Source: an optimization exercise on an open RTL-to-GDS flow (aim: small area). Production flows keep margins and buffers that such runs may drop. At most, simulation tests tie the RTL to the original design; equivalence was not proved.

==> flow/design.v (excerpt) <==
module mac(clk, a, b, c, op, z);
  input         clk;
  input  [31:0] a;
  input  [31:0] b;
  input  [31:0] c;
  input         op;
  output [31:0] z;
  function [4:0] lzc24;
    input [23:0] x;
    integer i;
    begin
      lzc24 = 5'd24;
      for (i = 0; i < 24; i = i + 1)
        if (x[i]) lzc24 = 5'd23 - i[4:0];
    end
  endfunction
  function [4:0] tzc24;
    input [23:0] x;
    integer i;
    begin
      tzc24 = 5'd24;
      for (i = 23; i >= 0; i = i - 1)
        if (x[i]) tzc24 = i[4:0];
    end
  endfunction
  function [5:0] rip6;
    input [5:0] x, y;
    input ci;
    integer i;
    reg k;
    begin
      k = ci;
      for (i = 0; i < 6; i = i + 1) begin
        rip6[i] = x[i] ^ y[i] ^ k;
        k = (x[i] & y[i]) | (k & (x[i] ^ y[i]));
      end
    end
  endfunction
  function [7:0] rip8;
    input [7:0] x, y;
    input ci;
    integer i;
    reg k;
    begin
      k = ci;
      for (i = 0; i < 8; i = i + 1) begin
        rip8[i] = x[i] ^ y[i] ^ k;
        k = (x[i] & y[i]) | (k & (x[i] ^ y[i]));
      end
    end
  endfunction
  function [9:0] rip10;
    input [9:0] x, y;
    input ci;
    integer i;
    reg k;
    begin
      k = ci;
      for (i = 0; i < 10; i = i + 1) begin
        rip10[i] = x[i] ^ y[i] ^ k;
        k = (x[i] & y[i]) | (k & (x[i] ^ y[i]));
      end
    end
  endfunction
  function [30:0] inc31;
    input [30:0] x;
    input ci;
    integer i;
    reg k;
    begin
      k = ci;
      for (i = 0; i < 31; i = i + 1) begin
        inc31[i] = x[i] ^ k;
        k = x[i] & k;
      end
    end
  endfunction
  function [30:0] inc31b;
    input [30:0] x;
    input ci;
    integer i;
    reg k;
    reg [3:0] cb;
    begin
      cb[0] = ci;
      cb[1] = cb[0] & (&x[7:0]);
      cb[2] = cb[1] & (&x[15:8]);
      cb[3] = cb[2] & (&x[23:16]);
      for (i = 0; i < 31; i = i + 1) begin
        if (i % 8 == 0) k = cb[i / 8];
        inc31b[i] = x[i] ^ k;
        k = x[i] & k;
      end
    end
  endfunction
  reg  [31:0] c1;
  always @(posedge clk)
    c1 <= {~op ^ c[31], c[30:0]};
  wire       ms   = a[31] ^ b[31];
  wire [7:0] ea   = a[30:23];
  wire [7:0] eb   = b[30:23];
  wire       anz  = |ea;
  wire       bnz  = |eb;
  wire       amax = &ea;
  ...
Size: roughly 5000 cells after synthesis, about 580 flip-flops, about 130 I/O pins, ~41000 um2 of cells after synthesis.
make LEC_CHECK=0 ABC_AREA=1 CAP_MARGIN=20 CORE_MARGIN=2 CORE_UTILIZATION=40 CTS_BUF_LIST=sky130_fd_sc_hd__clkbuf_8 CTS_CLUSTER_SIZE=30 GPL_TIMING_DRIVEN=0 SLEW_MARGIN=20 SYNTH_HIERARCHICAL=1 SYNTH_MINIMUM_KEEP_SIZE=0 finish   # period 13.0 ns
run.sh (not shown) runs the stock make flow with config.mk's settings and CLKGATE_MAP_FILE= SYNTH_SCRIPT=/design/flow/synth_recipe.tcl, a recipe that flattens the netlist after the stock synthesis.
Change:
- ABC_AREA: 1 -> not set
What happened:
- clock skew went up by 0.019 ns
- die area stays flat
- count of clock-buffer cells in the layout went up by 6
- global-route usage went down by 0.61 points
Change:
- CAP_MARGIN: 20 -> 10
- GPL_TIMING_DRIVEN: 0 -> not set
- SLEW_MARGIN: 20 -> 10
Wire length is lower by 7.1%.
First-iteration DRC count hardly moves.
Cell count went down by 0.58%.
Final area grows by about 0.8%.
Core utilization rose by 0.36 points.
Fmax climbs by 3.2%.
Non-clock buffer count goes down by 35.
Flip-flop and latch count is unchanged.
Register-to-register slack gains 0.17 ns.
Via count fell by 2.1%.
Synthesized area does not change.
Change:
- ABC_AREA: not set -> 1
- CAP_MARGIN: 10 -> 20
- SLEW_MARGIN: 10 -> 20
After rerunning: The new run completed with no timing, DRC or antenna violations. Via count came out higher by 5.0%. Clock-buffer cell count came out higher by 3. Worst setup slack improved by 0.61 ns. Core utilization came out lower by 1.4 points.
Change:
- ABC_AREA: 1 -> not set
The changed run completed with no timing, DRC or antenna violations; global-route usage goes up by 0.61 points; final area goes up by a few percent; register-to-register slack loses 1.3 ns; routed wire length goes up by a few percent; die area stays flat; core utilization goes up by 1.4 points.

========
mac, a different RTL version from the one above (not shown whole).
Size in the first run: about 590 flip-flops, roughly 130 I/O pins, about 41000 um2 of cells after synthesis.
clock: 13.0 ns
lec_check: 0
cap_margin: 20
core_margin: 2
core_utilization: 40
cts_buf_list: sky130_fd_sc_hd__clkbuf_8
cts_cluster_size: 30
slew_margin: 20
synth_hierarchical: 1
synth_minimum_keep_size: 0
Then changed:
CORE_UTILIZATION = 50   (was 40)
CTS_BUF_LIST = not set   (was sky130_fd_sc_hd__clkbuf_8)
CTS_CLUSTER_SIZE = not set   (was 30)
GPL_TIMING_DRIVEN = 0   (was not set)
Outcome: The changed run went through all stages and came out clean; setup slack got worse by 0.36 ns; synthesized cell count does not change; flip-flop and latch count stays the same; core utilization came out higher by 13 points; area after synthesis is unchanged; cell count decreases by 2.3%.

========
Another version of the RTL of mac (not shown whole).
Size in the first run: roughly 4800 cells after synthesis, ~580 flip-flops.
clock: 13.0 ns
lec_check: 0
abc_area: 1
cap_margin: 20
core_margin: 2
core_utilization: 40
cts_buf_list: sky130_fd_sc_hd__clkbuf_8
cts_cluster_size: 40
slew_margin: 20
synth_hierarchical: 1
synth_minimum_keep_size: 0
The baseline completed with no timing, DRC or antenna violations.
Rerun with:
CTS_BUF_LIST = sky130_fd_sc_hd__clkbuf_16   (was sky130_fd_sc_hd__clkbuf_8)
CTS_CLUSTER_DIAMETER = 80   (was default)
CTS_CLUSTER_SIZE = 30   (was 40)
Result:
- utilization goes down by 0.83 points
- final cell count shrinks slightly
- critical path depth is unchanged
- area after synthesis stays the same
- final area shrinks slightly
Rerun with:
CTS_BUF_LIST = sky130_fd_sc_hd__clkbuf_8   (was sky130_fd_sc_hd__clkbuf_16)
CTS_CLUSTER_DIAMETER = default   (was 80)
Outcome: The new run produced a clean layout. First-iteration DRC count goes down by 4.7%. Via count goes up by 1.2%. Die area stays the same. Worst hold slack is worse by 0.012 ns. Routed wire length goes up by 1.3%. Final area goes up by 1.9%.

========
Setup of main:
Another version of the RTL of mac (not shown whole).
Size: about 4,300 cells after synthesis, ~130 I/O pins, ~0.041 mm^2 of cells after synthesis.
## mac
module mac(clk, a, b, c, op, z);
  input         clk;
  input  [31:0] a;
  input  [31:0] b;
  input  [31:0] c;
  input         op;
  output [31:0] z;
  function [4:0] lzc24;
    input [23:0] x;
    integer i;
    begin
      lzc24 = 5'd24;
      for (i = 0; i < 24; i = i + 1)
        if (x[i]) lzc24 = 5'd23 - i[4:0];
    end
  endfunction
  function [4:0] tzc24;
    input [23:0] x;
    integer i;
    begin
      tzc24 = 5'd24;
      for (i = 23; i >= 0; i = i - 1)
        if (x[i]) tzc24 = i[4:0];
    end
  endfunction
  function [5:0] rip6;
    input [5:0] x, y;
    input ci;
    integer i;
    reg k;
    begin
      k = ci;
      for (i = 0; i < 6; i = i + 1) begin
        rip6[i] = x[i] ^ y[i] ^ k;
        k = (x[i] & y[i]) | (k & (x[i] ^ y[i]));
      end
    end
  endfunction
  function [7:0] rip8;
    input [7:0] x, y;
    input ci;
    integer i;
    reg k;
    begin
      k = ci;
      for (i = 0; i < 8; i = i + 1) begin
        rip8[i] = x[i] ^ y[i] ^ k;
        k = (x[i] & y[i]) | (k & (x[i] ^ y[i]));
      end
    end
  endfunction
  function [9:0] rip10;
    input [9:0] x, y;
    input ci;
    integer i;
    reg k;
    begin
      k = ci;
      for (i = 0; i < 10; i = i + 1) begin
        rip10[i] = x[i] ^ y[i] ^ k;
        k = (x[i] & y[i]) | (k & (x[i] ^ y[i]));
      end
    end
  endfunction
  function [30:0] inc31;
    input [30:0] x;
    input ci;
    integer i;
    reg k;
    begin
      k = ci;
      for (i = 0; i < 31; i = i + 1) begin
        inc31[i] = x[i] ^ k;
        k = x[i] & k;
      end
    end
  endfunction
  reg  [31:0] c1;
  always @(posedge clk)
    c1 <= {~op ^ c[31], c[30:0]};
  wire       ms   = a[31] ^ b[31];
  wire [7:0] ea   = a[30:23];
  wire [7:0] eb   = b[30:23];
  wire       anz  = |ea;
  wire       bnz  = |eb;
  wire       amax = &ea;
  wire       bmax = &eb;
  wire       amz  = ~|a[22:0];
  wire       bmz  = ~|b[22:0];
  wire       mnan = (amax & ~amz) | (bmax & ~bmz) |
  ...
clock: 13.0 ns
lec_check: 0
cap_margin: 20
core_margin: 2
core_utilization: 45
cts_buf_list: sky130_fd_sc_hd__clkbuf_8
cts_cluster_size: 30
slew_margin: 20
synth_hierarchical: 1
synth_minimum_keep_size: 0
Input changes introduced in the feature branch (baseline for comparison: main):
--- a/flow/config.mk
+++ b/flow/config.mk
@@ -9,5 +9,3 @@
 export CORE_MARGIN = 2
-export CORE_UTILIZATION = 45
-export CTS_BUF_LIST = sky130_fd_sc_hd__clkbuf_8
-export CTS_CLUSTER_SIZE = 30
+export CORE_UTILIZATION = 40
 export SLEW_MARGIN = 20
### Flow results
- The critical path depth reported for the feature branch is smaller than that of main by 3.
- Re number of global-route vias before repair: main and the feature branch aren't equal, and the higher value belongs to main.
- In the flow results for main and the feature branch, the non-clock buffer instance count of the final layout is smaller on the feature branch.
- The feature branch ends up with higher area fraction of clock buffers and clock inverters than main does.
- Going from main to the feature branch, setup slack went up by 0.23 ns, number of rows in the core area climbed 7.
- The feature branch vs main — largest net degree at the start of global routing climbed by a few percent
Function was not checked in any run of this note: the RTL went through the layout flow alone.

========
## before
The RTL this note starts from:
==> flow/design.v <==
module dline #(parameter W = 32, parameter N = 1) (clk, d, q);
  input          clk;
  input  [W-1:0] d;
  output [W-1:0] q;
  reg [W-1:0] r [0:N-1];
  integer i;
  always @(posedge clk) begin
    r[0] <= d;
    for (i = 1; i < N; i = i + 1)
      r[i] <= r[i-1];
  end
  assign q = r[N-1];
endmodule
module lzc24(x, n);
  input  [23:0] x;
  output reg [4:0] n;
  integer i;
  always @* begin
    n = 5'd24;
    for (i = 0; i < 24; i = i + 1)
      if (x[i]) n = 5'd23 - i[4:0];
  end
endmodule
module tzc24(x, n);
  input  [23:0] x;
  output reg [4:0] n;
  integer i;
  always @* begin
    n = 5'd24;
    for (i = 23; i >= 0; i = i - 1)
      if (x[i]) n = i[4:0];
  end
endmodule
module mul(a, b, z, up);
  input  [31:0] a, b;
  output [31:0] z;
  output        up;
  wire       s    = a[31] ^ b[31];
  wire [7:0] ea   = a[30:23];
  wire [7:0] eb   = b[30:23];
  wire       anz  = |ea;
  wire       bnz  = |eb;
  wire       amax = &ea;
  wire       bmax = &eb;
  wire       amz  = ~|a[22:0];
  wire       bmz  = ~|b[22:0];
  wire       nan  = (amax & ~amz) | (bmax & ~bmz) |
                    (amax & ~bnz & bmz) | (bmax & ~anz & amz);
  wire       inf  = amax | bmax;
  wire [23:0] ma = {anz, a[22:0]};
  wire [23:0] mb = {bnz, b[22:0]};
  wire [47:0] p  = ma * mb;
  wire [4:0] la, lb, ta, tb;
  lzc24 u_la(ma, la);
  lzc24 u_lb(mb, lb);
  tzc24 u_ta(ma, ta);
  tzc24 u_tb(mb, tb);
  wire [5:0] lza = {1'b0, la | lb};
  wire [5:0] tz  = ta + tb;
  wire signed [9:0] zb = $signed({2'b00, ea[7:1], ea[0] | ~anz}) +
                         $signed({2'b00, eb[7:1], eb[0] | ~bnz}) - 10'sd126;
  wire signed [9:0] zm1 = zb - 10'sd1;
  wire signed [9:0] lzs = $signed({4'b0000, lza});
  wire              lim = zm1 <= lzs;            
  wire signed [9:0] l0f = lim ? zm1 : lzs;       
  wire signed [6:0] l0  = (l0f < -10'sd31) ? -7'sd31 :
                          (l0f >  10'sd31) ?  7'sd31 : l0f[6:0];
  wire [5:0]        u   = 6'd31 - l0[5:0];       
  wire [109:0] w = {31'b0, p, 31'b0} >> u;
  wire [26:0]  q = w[47:21];
  wire extra = ~q[26] & ~lim;
  wire [23:0] m  = extra ? q[25:2] : q[26:3];
  wire        g  = extra ? q[1] : q[2];
  wire        r  = extra ? q[0] : q[1];
  wire signed [7:0] lowlim = 8'sd21 - {l0[6], l0};
  wire        st0 = ~lowlim[7] & ($signed({2'b00, tz}) < lowlim);
  wire        st = st0 | (~extra & q[0]);
  wire        rup = g & (r | st | m[0]);
  wire signed [9:0] e = zb - {{3{l0[6]}}, l0} - {9'b0, extra};
  wire ovf = e > 10'sd254;
  assign z  = nan         ? {s, 9'h1ff, 22'b0} :
              (inf | ovf) ? {s, 8'hff, 23'b0} :
                            {s, m[23] ? e[7:0] : 8'h00, m[22:0]};
  assign up = rup & ~(nan | inf | ovf);
endmodule
module add_align(x, y, sgn, nan, inf, eb, sum);
  input  [31:0] x, y;
  output        sgn, nan, inf;
  output [7:0]  eb;
  output [27:0] sum;
  wire       sx   = x[31];
  wire       sy   = y[31];
  wire       xmax = &x[30:23];
  wire       ymax = &y[30:23];
  wire       xmz  = ~|x[22:0];
  wire       ymz  = ~|y[22:0];
  wire       xn   = xmax & ~xmz;
  wire       yn   = ymax & ~ymz;
  wire       xi   = xmax & xmz;
  wire       yi   = ymax & ymz;
  wire [32:0] kx = xmax ? {10'b0000000001, x[22:0]} : {x[30:0], 2'b00};
  wire [32:0] ky = ymax ? {10'b0000000001, y[22:0]} : {y[30:0], 2'b00};
  wire xgt = kx > ky;
  wire tie = kx == ky;
  wire sdp = tie ? (sx & sy) : (xgt ? sx : sy);
  assign sgn = (xi & yi)  ? sy :
               (xi & ~yn) ? sx :
               (yi & ~xn) ? sy : sdp;
  assign nan = xn | yn | (xi & yi & (sx ^ sy));
  assign inf = xi | yi;
  wire [30:0] bg = xgt ? x[30:0] : y[30:0];
  wire [30:0] sm = xgt ? y[30:0] : x[30:0];
  wire        bnz = |bg[30:23];
  wire        snz = |sm[30:23];
  assign      eb  = {bg[30:24], bg[23] | ~bnz};
  wire [7:0]  es  = {sm[30:24], sm[23] | ~snz};
  wire [23:0] mb  = {bnz, bg[22:0]};
  wire [23:0] ms  = {snz, sm[22:0]};
  wire [7:0]  d   = eb - es;
  wire [4:0]  dd  = (d > 8'd31) ? 5'd31 : d[4:0];
  wire [26:0] sx3 = {ms, 3'b000};
  wire [26:0] sa  = sx3 >> dd;
  wire [26:0] lost = sx3 & ~({27{1'b1}} << dd);
  wire        stk = |lost;
  wire [27:0] bgx = {1'b0, mb, 3'b000};
  wire [27:0] smx = {1'b0, sa[26:1], sa[0] | stk};
  assign sum = (sx ^ sy) ? bgx - smx : bgx + smx;
endmodule
module add_round(sgn, nan, inf, eb, sum, z);
  input         sgn, nan, inf;
  input  [7:0]  eb;
  input  [27:0] sum;
  output [31:0] z;
  reg [4:0] lz;
  integer i;
  always @* begin
    lz = 5'd28;
    for (i = 0; i < 28; i = i + 1)
      if (sum[i]) lz = 5'd27 - i[4:0];
  end
  wire [4:0]  sh  = ({3'b000, lz} <= eb) ? lz : eb[4:0];
  wire [27:0] sn  = sum << sh;
  wire [23:0] m   = sn[27:4];
  wire        g   = sn[3];
  wire        r   = sn[2];
  wire        st  = sn[1] | sn[0];
  wire        up  = g & (r | st | m[0]);
  wire [8:0]  e   = {1'b0, eb} + 9'd1 - {4'b0, sh};
  wire        ovf = e[8] | (&e[7:0]);             
  wire [30:0] zu  = {m[23] ? e[7:0] : 8'h00, m[22:0]};
  wire [30:0] zr  = zu + {30'b0, up};
  assign z = nan         ? {sgn, 9'h1ff, 22'b0} :
             (inf | ovf) ? {sgn, 8'hff, 23'b0} :
                           {sgn, zr};
endmodule
module mac(clk, a, b, c, op, z);
  input         clk;
  input  [31:0] a;
  input  [31:0] b;
  input  [31:0] c;
  input         op;
  output [31:0] z;
  reg  [31:0] c1, c2, p2, r4;
  reg         u2;
  reg         sg3, nan3, inf3;
  reg  [7:0]  eb3;
  reg  [27:0] sum3;
  wire [31:0] pm;
  wire        pu;
  mul u_mul(a, b, pm, pu);
  wire [31:0] x = {p2[31], p2[30:0] + {30'b0, u2}};
  wire        sg, nan, inf;
  wire [7:0]  eb;
  wire [27:0] sum;
  add_align u_al(x, c2, sg, nan, inf, eb, sum);
  wire [31:0] s;
  add_round u_rd(sg3, nan3, inf3, eb3, sum3, s);
  always @(posedge clk) begin
    c1   <= {~op ^ c[31], c[30:0]};
    c2   <= c1;
    p2   <= pm;
    u2   <= pu;
    sg3  <= sg;
    nan3 <= nan;
    inf3 <= inf;
    eb3  <= eb;
    sum3 <= sum;
    r4   <= s;
  end
  dline #(32, 13) u_dl(clk, r4, z);
endmodule
clock: 13.0 ns
lec_check: 0
cap_margin: 0
core_margin: 2
core_utilization: 60
gpl_timing_driven: 0
slew_margin: 0
To summarise before: no stage aborted, but the layout did not pass its checks, failing on capacitance limit, slew limit, setup timing.
Input changes introduced in after (baseline for comparison: before):
--- a/flow/config.mk
+++ b/flow/config.mk
@@ -7,6 +7,5 @@
 export LEC_CHECK = 0
-export CAP_MARGIN = 0
+export CAP_MARGIN = 20
 export CORE_MARGIN = 2
-export CORE_UTILIZATION = 60
-export GPL_TIMING_DRIVEN = 0
-export SLEW_MARGIN = 0
+export CORE_UTILIZATION = 40
+export SLEW_MARGIN = 20
Findings:
- Among after and before, a clean, completed layout was produced by after alone.
- Every stage of before finished as expected; the final checks, on the other hand, flagged capacitance limit, slew limit, setup timing, which means the layout fails.
- after against before: fraction of met3 tracks used by global routing saw a decrease, flip-flop and latch share of the layout cell area saw a decrease, sum of met2 wire segment lengths after detailed routing saw a decrease.

static timing again, ports no longer ideal:
The flow's constraints put no driver on any port. The routed layouts listed below were extracted and timed again, unchanged, in two steps.
Step 1: set_driving_cell puts a clkbuf_16 on clk and a buf_2 on each other input, an assumption about the parent block.
Step 2, shift: input delay + t, output delay - t, t = (earliest + latest rising clock arrival at the registers) / 2. This alone moves slack from input paths to output paths.
Slacks: ideal ports / drivers / drivers and shift; pairs: ideal ports / drivers.
| run | t (ns) | setup WS [ns] | hold slack, ns | worst setup path after step 2 |
|---|---|---|---|---|
| the first run of note 1 | 0.709 | 0.810 / 0.839 / 0.130 | 0.300 / 0.300 / 0.300 | input to register |
| the second run of note 1 | 0.716 | 0.466 / 0.503 / -0.212 | 0.299 / 0.299 / 0.299 | input to register |
| the third run of note 1 | 0.729 | 0.853 / 0.885 / 0.161 | 0.304 / 0.304 / 0.304 | input to register |
| the fourth run of note 1 | 0.708 | 1.462 / 1.472 / 0.765 | 0.308 / 0.308 / 0.308 | input to register |
| the fifth run of note 1 | 0.728 | 0.856 / 0.885 / 0.164 | 0.304 / 0.304 / 0.304 | input to register |
| the first run of note 2 | 0.728 | 0.696 / 0.696 / 0.696 | 0.310 / 0.310 / 0.310 | register to register |
| the second run of note 2 | 0.683 | 0.334 / 0.334 / -0.106 | 0.263 / 0.263 / 0.263 | input to register |
| the first run of note 3 | 0.733 | 1.305 / 1.344 / 0.611 | 0.284 / 0.284 / 0.284 | input to register |
| the second run of note 3 | 0.661 | 1.184 / 1.223 / 0.562 | 0.296 / 0.296 / 0.296 | input to register |
| the third run of note 3 | 0.733 | 1.305 / 1.344 / 0.611 | 0.284 / 0.284 / 0.284 | input to register |
| main | 0.752 | 0.779 / 0.779 / 0.416 | 0.270 / 0.270 / 0.270 | input to register |
| the feature branch | 0.665 | 1.010 / 1.010 / 0.470 | 0.281 / 0.281 / 0.281 | input to register |
| before | 0.655 | -0.237 / -0.211 / -0.867 | 0.313 / 0.313 / 0.313 | input to register |
| after | 0.661 | 0.411 / 0.422 / -0.239 | 0.312 / 0.312 / 0.312 | input to register |
Met with ideal ports but missed after step 2: setup timing in the second run of note 1, the second run of note 2 and after. The setup slack of the fourth run of note 1, which loses most, moves by +0.010 ns with the drivers and by -0.697 ns with both steps.
